This design comes from an exercise in tuning for small area and a short achievable clock period on the open sky130 flow, not from production work. RTL that was checked went through simulation tests only; none was proved equivalent to the original. No functional check of the RTL was part of run 1.

==> flow/design.v, too long to show whole: its modules and the start of the top module <==
// module addmuladd_3_stage_signed_18_bit_xor_reduction: 1336 lines
module addmuladd_3_stage_signed_18_bit_xor_reduction(
	input signed [17:0] a,
	input signed [17:0] b,
	input signed [17:0] c,
	input signed [17:0] d,
	output [17:0] out,
	input clk);
  // ...
==> flow/flow/run.sh <==
#!/bin/bash
# The standard layout (standard.sh), with these changes:
#  - after the standard synthesis, inverters around full-adder cells are removed by
#    flipping the polarity of full adders (invopt2.py); registers are not touched;
#  - ports are buffered with buf_1 cells (the resizer upsizes them where timing needs it);
#  - timing repair aims at a larger setup margin than the design's clock needs, so
#    the layout is optimised for the period it achieves.
set -euo pipefail
MARGIN=6.9
R=$PWD/orfs/results/sky130hd/addmuladd_3_stage_signed_18_bit_xor_reduction/base
bash standard.sh $R/1_2_yosys.v > synth.log 2>&1
cp $R/1_2_yosys.v $R/1_2_yosys_std.v
python3 flow/invopt2.py $R/1_2_yosys_std.v $R/1_2_yosys.v > invopt.log 2>&1
bash standard.sh SETUP_SLACK_MARGIN=$MARGIN "BUFFER_PORTS_ARGS=-buffer_cell sky130_fd_sc_hd__buf_1" finish > layout.log 2>&1
==> flow/flow/invopt2.py <==
#!/usr/bin/env python3
"""Global inverter minimisation around full adders in a flat Yosys netlist.

A full adder is self-dual: FA(~a, ~b, ~c) = (~sum, ~cout), so each sky130 fa cell may be
"flipped" (fed the complements of its inputs, giving the complements of its outputs)
without changing the function of the netlist. xor/xnor gates absorb an inverted input
by swapping xor <-> xnor, and an xor/xnor driver can give either polarity the same way.
This script removes every inverter, chooses the flips by local search to need as few
inverters as possible, and puts back one inverter per net that some load needs inverted.
Flip-flops and ports are not changed.
usage: invopt2.py IN.v OUT.v
"""
import re, sys, random

src = open(sys.argv[1]).read()
m_first = re.search(r'^\s*sky130_fd_sc_hd__\w+\s', src, re.M)
m_end = src.rfind('endmodule')
head = src[:m_first.start()]
cell_txt = src[m_first.start():m_end]
assert 'assign' not in cell_txt, 'assign statements are not handled'

cell_re = re.compile(r'(sky130_fd_sc_hd__\w+)\s+(\\\S+\s|\S+)\s*\((.*?)\);', re.S)
pin_re = re.compile(r'\.(\w+)\(\s*(\\\S+\s|[^()\s]+)\s*\)')
OUTPINS = {'X', 'Y', 'Q', 'Q_N', 'SUM', 'COUT', 'HI', 'LO'}

cells = {}
order = []
for m in cell_re.finditer(cell_txt):
    typ, name, body = m.group(1), m.group(2).strip(), m.group(3)
    cells[name] = [typ, {p: n.strip() for p, n in pin_re.findall(body)}]
    order.append(name)

ports_out = set()
for m in re.finditer(r'^\s*output\s+(\[(\d+):(\d+)\]\s*)?(\S+);', head, re.M):
    if m.group(1):
        hi, lo = int(m.group(2)), int(m.group(3))
        for i in range(min(hi, lo), max(hi, lo) + 1): ports_out.add(f"{m.group(4)}[{i}]")
    else:
        ports_out.add(m.group(4))

def kind(t):
    b = re.sub(r'^sky130_fd_sc_hd__', '', t)
    if re.match(r'(clk)?inv(lp)?_\d+$', b): return 'inv'
    if re.match(r'fa_\d+$', b): return 'fa'
    if re.match(r'x(n)?or[23]_\d+$', b): return 'xor'
    return 'other'

TOGGLE = {}
for k in ('2', '3'):
    for sz in ('1', '2', '4'):
        TOGGLE[f'sky130_fd_sc_hd__xor{k}_{sz}'] = f'sky130_fd_sc_hd__xnor{k}_{sz}'
        TOGGLE[f'sky130_fd_sc_hd__xnor{k}_{sz}'] = f'sky130_fd_sc_hd__xor{k}_{sz}'
def outpin(t): return 'Y' if re.match(r'sky130_fd_sc_hd__xnor2_', t) else 'X'

# inverters that drive ports stay as ordinary cells
invs = {n for n, (t, p) in cells.items() if kind(t) == 'inv' and p['Y'] not in ports_out}
for n, (t, p) in cells.items():
    if kind(t) == 'xor': assert t in TOGGLE, t
driver = {}
for n, (t, p) in cells.items():
    for pin, net in p.items():
        if pin in OUTPINS: driver[net] = (n, pin)

def resolve(net):
    par = 0
    while net in driver and driver[net][0] in invs:
        net = cells[driver[net][0]][1]['A']; par ^= 1
    return net, par

# sinks per root: (cell, pin, parity); ports as (None, net, parity)
sinks = {}
for n, (t, p) in cells.items():
    if n in invs: continue
    for pin, net in p.items():
        if pin in OUTPINS: continue
        r, q = resolve(net)
        sinks.setdefault(r, []).append((n, pin, q))
for net in ports_out:
    r, q = resolve(net)
    if r != net or net not in driver:
        sinks.setdefault(r, []).append((None, net, q))

fas = [n for n in order if kind(cells[n][0]) == 'fa']
pinned = set()
for f in fas:
    for pin in ('SUM', 'COUT'):
        if cells[f][1][pin] in ports_out: pinned.add(f)
phi = {f: 0 for f in fas}

def root_drv(r):
    d = driver.get(r)
    return d[0] if d else None

def root_cost(r):
    d = root_drv(r)
    pd = phi.get(d, 0) if d else 0
    s0 = s1 = False
    for (c, pin, q) in sinks.get(r, []):
        if c is not None and kind(cells[c][0]) == 'xor': continue
        need = q ^ (phi.get(c, 0) if c else 0) ^ pd
        if need: s1 = True
        else: s0 = True
    if d and kind(cells[d][0]) == 'xor' and r not in ports_out:
        return 1 if (s0 and s1) else 0
    return 1 if s1 else 0

roots = set(sinks)
fa_roots = {}
for f in fas:
    rs = set()
    t, p = cells[f]
    for pin, net in p.items():
        rs.add(resolve(net)[0] if pin not in OUTPINS else net)
    fa_roots[f] = [r for r in rs if r in roots]

def total():
    return sum(root_cost(r) for r in roots)

def delta(f):
    rs = fa_roots[f]
    b = sum(root_cost(r) for r in rs)
    phi[f] ^= 1
    a = sum(root_cost(r) for r in rs)
    phi[f] ^= 1
    return a - b

def descend():
    improved = True
    while improved:
        improved = False
        for f in fas:
            if f in pinned: continue
            if delta(f) < 0:
                phi[f] ^= 1; improved = True

before = len(invs)
descend()
best = dict(phi); best_cost = total()
rng = random.Random(1)
for it in range(60):
    phi.update(best)
    for f in rng.sample(fas, max(1, len(fas) // 10)):
        if f not in pinned: phi[f] ^= 1
    descend()
    c = total()
    if c < best_cost:
        best, best_cost = dict(phi), c
phi.update(best)

# rebuild
for n in invs: del cells[n]
new_wires = []
cnt = [0]
for r in sorted(roots):
    d = root_drv(r)
    pd = phi.get(d, 0) if d else 0
    need = []
    for (c, pin, q) in sinks[r]:
        nd = q ^ (phi.get(c, 0) if c else 0) ^ pd
        need.append((c, pin, nd))
    nonx = [x for x in need if x[0] is None or kind(cells[x[0]][0]) != 'xor']
    if d and kind(cells[d][0]) == 'xor' and r not in ports_out and nonx and all(x[2] for x in nonx):
        # give the inverted polarity at the driver
        t = cells[d][0]; o = outpin(t)
        cells[d][0] = TOGGLE[t]; del cells[d][1][o]; cells[d][1][outpin(cells[d][0])] = r
        need = [(c, pin, nd ^ 1) for (c, pin, nd) in need]
    rn = None
    for (c, pin, nd) in need:
        if c is not None and kind(cells[c][0]) == 'xor':
            cells[c][1][pin] = r
            if nd:
                t = cells[c][0]; o = outpin(t); on = cells[c][1].pop(o)
                cells[c][0] = TOGGLE[t]; cells[c][1][outpin(cells[c][0])] = on
            continue
        if c is None:
            # output port: its net must carry the value
            if nd == 0 and pin == r: continue
            cnt[0] += 1
            if nd:
                cells[f"_invopt_cell_{cnt[0]}_"] = ['sky130_fd_sc_hd__inv_1', {'A': r, 'Y': pin}]
            else:
                cells[f"_invopt_cell_{cnt[0]}_"] = ['sky130_fd_sc_hd__buf_1', {'A': r, 'X': pin}]
            order.append(f"_invopt_cell_{cnt[0]}_")
            continue
        if nd:
            if rn is None:
                cnt[0] += 1
                rn = f"_invopt_n{cnt[0]}_"
                new_wires.append(rn)
                cells[f"_invopt_cell_{cnt[0]}_"] = ['sky130_fd_sc_hd__inv_1', {'A': r, 'Y': rn}]
                order.append(f"_invopt_cell_{cnt[0]}_")
            cells[c][1][pin] = rn
        else:
            cells[c][1][pin] = r
after = sum(1 for t, p in cells.values() if kind(t) == 'inv')
sys.stderr.write(f"invopt2: inverters {before} -> {after} (flipped {sum(phi.values())} of {len(fas)} full adders)\n")

def fmt(n): return n + ' ' if n.startswith('\\') else n
out = [head.rstrip('\n') + '\n']
for w in new_wires: out.append(f"  wire {w};\n")
for name in order:
    if name not in cells: continue
    typ, pins = cells[name]
    pl = ",\n".join(f"    .{p}({fmt(n)})" for p, n in pins.items())
    out.append(f"  {typ} {fmt(name)} (\n{pl}\n  );\n")
out.append("endmodule\n")
open(sys.argv[2], 'w').write(''.join(out))
==> flow/standard.sh <==
#!/bin/bash
# synth_recipe.tcl (not shown) runs the flow's synth.tcl, then flattens the netlist and writes it again
# the make line also repeats each setting of config.mk as NAME=value (left out here)
make -C /OpenROAD-flow-scripts/flow DESIGN_CONFIG=/design/flow/config.mk WORK_HOME=/design/flow/orfs CLKGATE_MAP_FILE= SYNTH_SCRIPT=/design/flow/synth_recipe.tcl "${@:-finish}"
==> flow/config.mk <==
export PLATFORM = sky130hd
export DESIGN_NAME = addmuladd_3_stage_signed_18_bit_xor_reduction
export DESIGN_NICKNAME = addmuladd_3_stage_signed_18_bit_xor_reduction
export VERILOG_FILES = /design/flow/design.v
export SDC_FILE = /design/flow/constraint.sdc
export NUM_CORES = 4
export LEC_CHECK = 0
export ABC_AREA = 1
export CAP_MARGIN = 20
export CORE_MARGIN = 2
export CORE_UTILIZATION = 40
export CTS_BUF_LIST = sky130_fd_sc_hd__clkbuf_4 sky130_fd_sc_hd__clkbuf_8
export SLEW_MARGIN = 20
==> flow/constraint.sdc <==
create_clock -name core_clock -period 10.0 [get_ports {clk}]
set_input_delay 2.0000 -clock core_clock [delete_from_list [all_inputs] [get_ports {clk}]]
set_output_delay 2.0000 -clock core_clock [all_outputs]
set_load 0.01 [all_outputs]
==> out/metrics.cfg, run 1 <==
[run_status]
outcome=finished clean

[clock_network]
root_buffer=clkbuf_8
cts_resized=51
postCtsHoldBufs=0

[final_layout]
seq_area_um2=3130
clk_share_pct=2.82
buffers=107
largest_reg_flops=77
multi_input_area_um2=8810
final_common_cell=nand2_1

[grt]
grt_pass1_wl_um=53600
grt_antenna_before_repair=0

[sta]
fin_ws_ps=6920
fin_hold_ws_ps=460
finalSetupViolCount=0
maxSlewViolCount=0

[place]
io_buffer_count=73

[min_path]
min_path_cells=1

[critical_path]
cp_num_buf_inv=1
crit_required_ps=8000
crit_arrival_ps=1080

[die]
taps=402

[detailed_routing]
met3_length_um=2710
topRoutingLayerUsed=met4

==> run 2: changes to the inputs <==
--- a/flow/design.v
+++ b/flow/design.v
@@ -49,23 +49,23 @@
 	assign two[9] = 1'b0;
 	assign neg[9] = k[18] & ~t[9];
 	reg [17:0] bn_r;
 	reg [9:0] onen_r, twon_r, neg_r;
 	reg [17:0] c_r;
 	wire [2:0] pr8;
 	reg [2:0] pr8_r;
 	assign pr8[0] = (one[8] & b[0]) ^ neg[8];
-	assign pr8[1] = ((one[8] & b[1]) | (two[8] & b[0])) ^ neg[8];
-	assign pr8[2] = ((one[8] & b[2]) | (two[8] & b[1])) ^ neg[8];
+	assign pr8[1] = (((one[8] & b[1]) | (two[8] & b[0])) ^ neg[8]);
+	assign pr8[2] = (((one[8] & b[2]) | (two[8] & b[1])) ^ neg[8]);
 	wire [2:0] pr9;
 	reg [2:0] pr9_r;
 	assign pr9[0] = (one[9] & b[0]) ^ neg[9];
-	assign pr9[1] = ((one[9] & b[1]) | (two[9] & b[0])) ^ neg[9];
-	assign pr9[2] = ((one[9] & b[2]) | (two[9] & b[1])) ^ neg[9];
+	assign pr9[1] = (((one[9] & b[1]) | (two[9] & b[0])) ^ neg[9]);
+	assign pr9[2] = (((one[9] & b[2]) | (two[9] & b[1])) ^ neg[9]);
 	always @(posedge clk) begin
 		pr8_r <= pr8;
 		pr9_r <= pr9;
 		bn_r <= ~b;
 		onen_r <= ~one;
 		twon_r <= ~two;
 		neg_r <= neg;
 		c_r <= c;
==> flow/flow/run.sh (replaced) <==
#!/bin/bash
# The standard layout (standard.sh), with these changes:
#  - after the standard synthesis, inverters around full-adder cells are removed by
#    flipping the polarity of full adders (invopt2.py); registers are not touched;
#  - ports are buffered with buf_1 cells (the resizer upsizes them where timing needs it);
#  - timing repair aims at a larger setup margin than the design's clock needs, so
#    the layout is optimised for the period it achieves.
set -euo pipefail
MARGIN=7.0
R=$PWD/orfs/results/sky130hd/addmuladd_3_stage_signed_18_bit_xor_reduction/base
bash standard.sh $R/1_2_yosys.v > synth.log 2>&1
cp $R/1_2_yosys.v $R/1_2_yosys_std.v
python3 flow/invopt2.py $R/1_2_yosys_std.v $R/1_2_yosys.v > invopt.log 2>&1
bash standard.sh SETUP_SLACK_MARGIN=$MARGIN "BUFFER_PORTS_ARGS=-buffer_cell sky130_fd_sc_hd__buf_1" finish > layout.log 2>&1
==> out/metrics.cfg, run 2 <==
[run_status]
outcome=finished clean

[clock_network]
path_clk_slew_ps=100
numCtsBuffers=17
cts_tree=done
htree_levels=4
root_buffer=clkbuf_8
clock_path_buffers=2
clkLatencyLatePin_ps=490
cts.sinks=150

[critical_path]
path_cells=xor2_1, buf_2
timing_worst_setup_path_type=reg -> out
reg2reg_to=q_r[52]
critPathCaptureType=primary output
cp_max_fo=1
r2r_start=bn_r[11]
cp.depth=2
crit_required_ps=8000  ; about the same
rrSetupSlack_ps=7010
crit_path_start_kind=register
cp_num_buf_inv=1  ; unchanged
critical-path-max-stage-delay_ps=330
crit_arrival_ps=1070  ; about the same
cpLargestDelayFamily=flip-flops
reg2reg_depth=7
slowest_stage=dfxtp_2
critPathLaunch=par_r[0]

[final_layout]
final_cell_area_um2=14600
regMostFlops=q_r
seq_area_um2=3170  ; +1.3%
syn_to_final_growth_pct=13.9
nFillCells=3021
top_regs=q_r: 77 flops, bn_r: 18 flops, c_r: 18 flops
layout.nets=1805
largest_reg_flops=77  ; unchanged
multi_input_area_um2=8900  ; +0.94%
final_cells=1913
final_common_cell=nand2_1
final_util_pct=46.2
drive_above_1_share_pct=14.4
antenna_cells=0
final_cell_mix=158 x nand2_1, 157 x inv_1, 150 x xor2_1, 147 x o22ai_1, 144 x fa_1

[synth]
synth_warnings=1
avgSynthCellArea_um2=9.05
syn_area_um2=12800
netlist_instances=1414

[detailed_routing]
drt_iter0_markers=1011
wire_per_inst_um=18.1
vias_per_cell=5.27
drcViolationCount=0
ant_nets=0
vias=10082
drt_wl_total_um=34700
drt_first_pass_iters=5

[grt]
grt_pass1_vias=9847
grtUsageTotal_pct=20.8
grt_max_degree=21
grt_antenna_before_repair=0  ; unchanged
grt-ovfl-total=0
grt_pass1_wl_um=53400  ; -0.41%

[place]
dp_cells=1802
gp_congestion=0.885
hpwl_um=24900
place_area_um2=13200
io_buffer_count=73  ; unchanged

[die]
die_h_um=183
die-area_um2=33500
num_rows=65
die_x_um=183
start_util_pct=40.6
core_area_um2=31600
ios=91

[sta]
max_freq_mhz=325
hold_viol=0
slew_headroom_pct=64.4
finClkSkew_ps=30.3
maxSlewViolCount=0  ; unchanged
period_minus_slack_ps=3070
rsz0062_at_grt=true
finalSetupViolCount=0  ; unchanged
tns_ps=0
timing.final.crit_share_pct=30.7
tightestPinTransition_ps=528

[min_path]
min_to=q_r[1]
hold_class=reg -> reg
min_path_cells=1  ; unchanged
holdCritStartpoint=c_r[0]

[flow_run]
maxCapViolCount=0

## run 2: worst max path at each step
stage | slack, ps | end
2_1_floorplan | 6800 | pr8_r[1]
3_3_place_gp | 6430 | neg_r[2]
3_5_place_dp | 6460 | neg_r[2]
4_1_cts | 6900 | out[0]
5_1_grt | 6880 | out[0]
6_report | 6930 | out[0]
## run 2: worst register-to-register path, stage by stage, from the launching register on
cell and delay (ps):
dfxtp_4 460, buf_4 230, o22ai_1 120, xor2_1 170
fa_1 490, fa_1 470, fa_1 530, fa_1 410
## run 2: cell type report
type / instances / share of cell area, %
clock inverters: 15 / 1.22
multi-input cells: 1011 / 61.0
repair buffers: 154 / 6.62
flip-flops and latches: 150 / 21.7
clock buffers: 17 / 1.60
well taps: 402 / 3.45
inverters: 164 / 4.38
## run 2: stage by stage
stage                     worst slack (ps)  hold WS, ps
after global routing                  6880          465
after floorplan                       6800          420
final                                 6930          453
after CTS                             6900          459
after global placement                6430          436
after detailed placement              6460          434
## run 2: metal layers
layer,vias up,GRT usage [%],wire (um)
li1,4734,-,-
met1,4635,26.9,14200
met2,593,34.0,15600
met3,120,4.51,3290
met4,0,8.16,1580
met5,-,0,0
## run 2: what timing repair did
action / 4_1_cts / 5_1_grt
setup buffers: 17 / 62
hold buffers: 0 / 0
resized for setup: 87 / 38
endpoints found under the setup margin: 50 / 34
pin swaps: 1 / 6
==> run 3: changes to the inputs <==
--- a/flow/flow/run.sh
+++ b/flow/flow/run.sh
@@ -8,3 +8,3 @@
 set -euo pipefail
-MARGIN=7.0
+MARGIN=6.9
 R=$PWD/orfs/results/sky130hd/addmuladd_3_stage_signed_18_bit_xor_reduction/base
==> out/metrics.cfg, run 3 <==
[clock_network]
cts.sinks=150  ; unchanged
htree_levels=4  ; unchanged
numCtsBuffers=17  ; unchanged
clock_path_buffers=2  ; unchanged
clkLatencyLatePin_ps=490  ; about the same
path_clk_slew_ps=90  ; about the same
cts_tree=done
root_buffer=clkbuf_8

[sta]
slew_headroom_pct=59.6  ; -4.8 points
fin_hold_ws_ps=460  ; +7.00 ps
maxSlewViolCount=0  ; unchanged
tightestPinTransition_ps=606  ; +78.0 ps
tns_ps=0  ; unchanged
finClkSkew_ps=15.6  ; -14.7 ps
timing.final.crit_share_pct=30.8  ; about the same
rsz0062_at_grt=true
hold_viol=0  ; unchanged
max_freq_mhz=325  ; about the same
finalSetupViolCount=0  ; unchanged
period_minus_slack_ps=3080  ; +2.08 ps

[final_layout]
final_util_pct=44.5  ; -1.7 points
regMostFlops=q_r
multi_input_area_um2=8810  ; -0.93%
drive_above_1_share_pct=10.2  ; -4.2 points
final_cell_mix=160 x nand2_1, 157 x inv_1, 153 x o22ai_1, 150 x xor2_1, 145 x fa_1
antenna_cells=0  ; unchanged
nFillCells=3021  ; unchanged
layout.nets=1758  ; -2.6%
top_regs=q_r: 77 flops, bn_r: 18 flops, c_r: 18 flops
final_common_cell=nand2_1
largest_reg_flops=77  ; unchanged
seq_area_um2=3130  ; -1.3%
syn_to_final_growth_pct=9.60

[synth]
synth_warnings=1  ; unchanged
avgSynthCellArea_um2=9.05  ; unchanged
syn_area_um2=12800  ; unchanged
netlist_instances=1414  ; unchanged

[critical_path]
crit_path_start_kind=register
crit_required_ps=8000  ; about the same
crit_arrival_ps=1080  ; about the same
timing_worst_setup_path_type=reg -> out
rrSetupSlack_ps=6990  ; -20 ps
critPathCaptureType=primary output
cp_max_fo=1  ; unchanged

[die]
start_util_pct=40.6  ; unchanged
die-area_um2=33500  ; unchanged
core_area_um2=31600  ; unchanged
ios=91  ; unchanged
die_h_um=183  ; unchanged
die_x_um=183  ; unchanged
num_rows=65  ; unchanged

[grt]
grt_pass1_vias=9961  ; +1.2%
grt_max_degree=21  ; unchanged
grt-ovfl-total=0  ; unchanged
grt_pass1_wl_um=53600  ; +0.41%
grtUsageTotal_pct=20.7  ; -0.049 points
grt_antenna_before_repair=0  ; unchanged

[run_status]
outcome=finished clean

[detailed_routing]
vias_per_cell=5.22  ; -0.91%
drcViolationCount=0  ; unchanged
drt_iter0_markers=1050  ; +3.9%
vias=9745  ; -3.3%
drt_wl_total_um=33500  ; -3.5%
drt_first_pass_iters=8  ; +3
ant_nets=0  ; unchanged
wire_per_inst_um=17.9  ; -1.1%

[min_path]
hold_class=reg -> reg

[place]
hpwl_um=24900  ; about the same
gp_congestion=0.948  ; +7.2%
io_buffer_count=73  ; unchanged

[flow_run]
maxCapViolCount=0  ; unchanged

-- run 3: final timing paths --
path,startpoint,endpoint,depth (start not counted)
setup reg to reg,neg_r[5],q_r[42],8
hold / removal,c_r[0],q_r[1],1
hold reg to reg,c_r[0],q_r[1],1
setup / recovery,par_r[0],out[0],2
-- run 3: cell type report --
cell class | count | share of cell area (%)
multi-input cells | 1011 | 62.8
inverters | 164 | 4.55
well taps | 402 | 3.58
clock inverters | 15 | 1.15
flip-flops and latches | 150 | 22.3
repair buffers | 107 | 3.94
clock buffers | 17 | 1.67
-- run 3: critical path: stages (launching register included) --
cell and delay [ps]:
dfxtp_2 320, xor2_1 140, buf_2 130
-- run 3: repair_timing --
item,in CTS,in global routing
pin swaps,0,2
buffers inserted,17,11
hold buffers,0,0
endpoints found under the hold margin,0,0
setup endpoints to repair,46,18
gates resized for setup,51,36
-- run 3: routing by layer --
layer  track usage (%)  share of wire (%)
met5                 0                  0
met4              8.51                3.6
met3              3.97                8.1
met2              34.0                 46
met1              27.0                 43
-- run 3: per-stage QoR --
step | worst slack (ps) | instance area, um2 | std cells
after floorplan | 6800 | 12900 | 1430
after global placement | 6380 | 13200 | 1806
after detailed placement | 6330 | 13200 | 1806
after CTS | 6900 | 13800 | 1855
after global routing | 6890 | 14000 | 1866
final | 6920 | 14000 | 1866

static timing again, ports no longer ideal:
The flow's constraints put no driver on any port. The routed layouts listed below were extracted and timed again, unchanged, in two steps.
Step 1: set_driving_cell puts a clkbuf_16 on clk and a buf_2 on each other input, an assumption about the parent block.
Step 2 moves the port delays by t, midway between the first and last clock arrival at a register: inputs arrive t later, outputs are due t later. That takes back most of the time a late clock gives input paths.
a / b / c = ideal / step 1 / step 2; a / b = the first two.
run | shift t [ns] | setup slack, ns | worst setup path after step 2
run 1 | 0.528 | 6.924 / 6.880 / 6.567 | input to register
run 2 | 0.514 | 6.926 / 6.883 / 6.603 | input to register
run 3 | 0.528 | 6.924 / 6.880 / 6.567 | input to register
After both steps setup and hold are still met in every run listed.
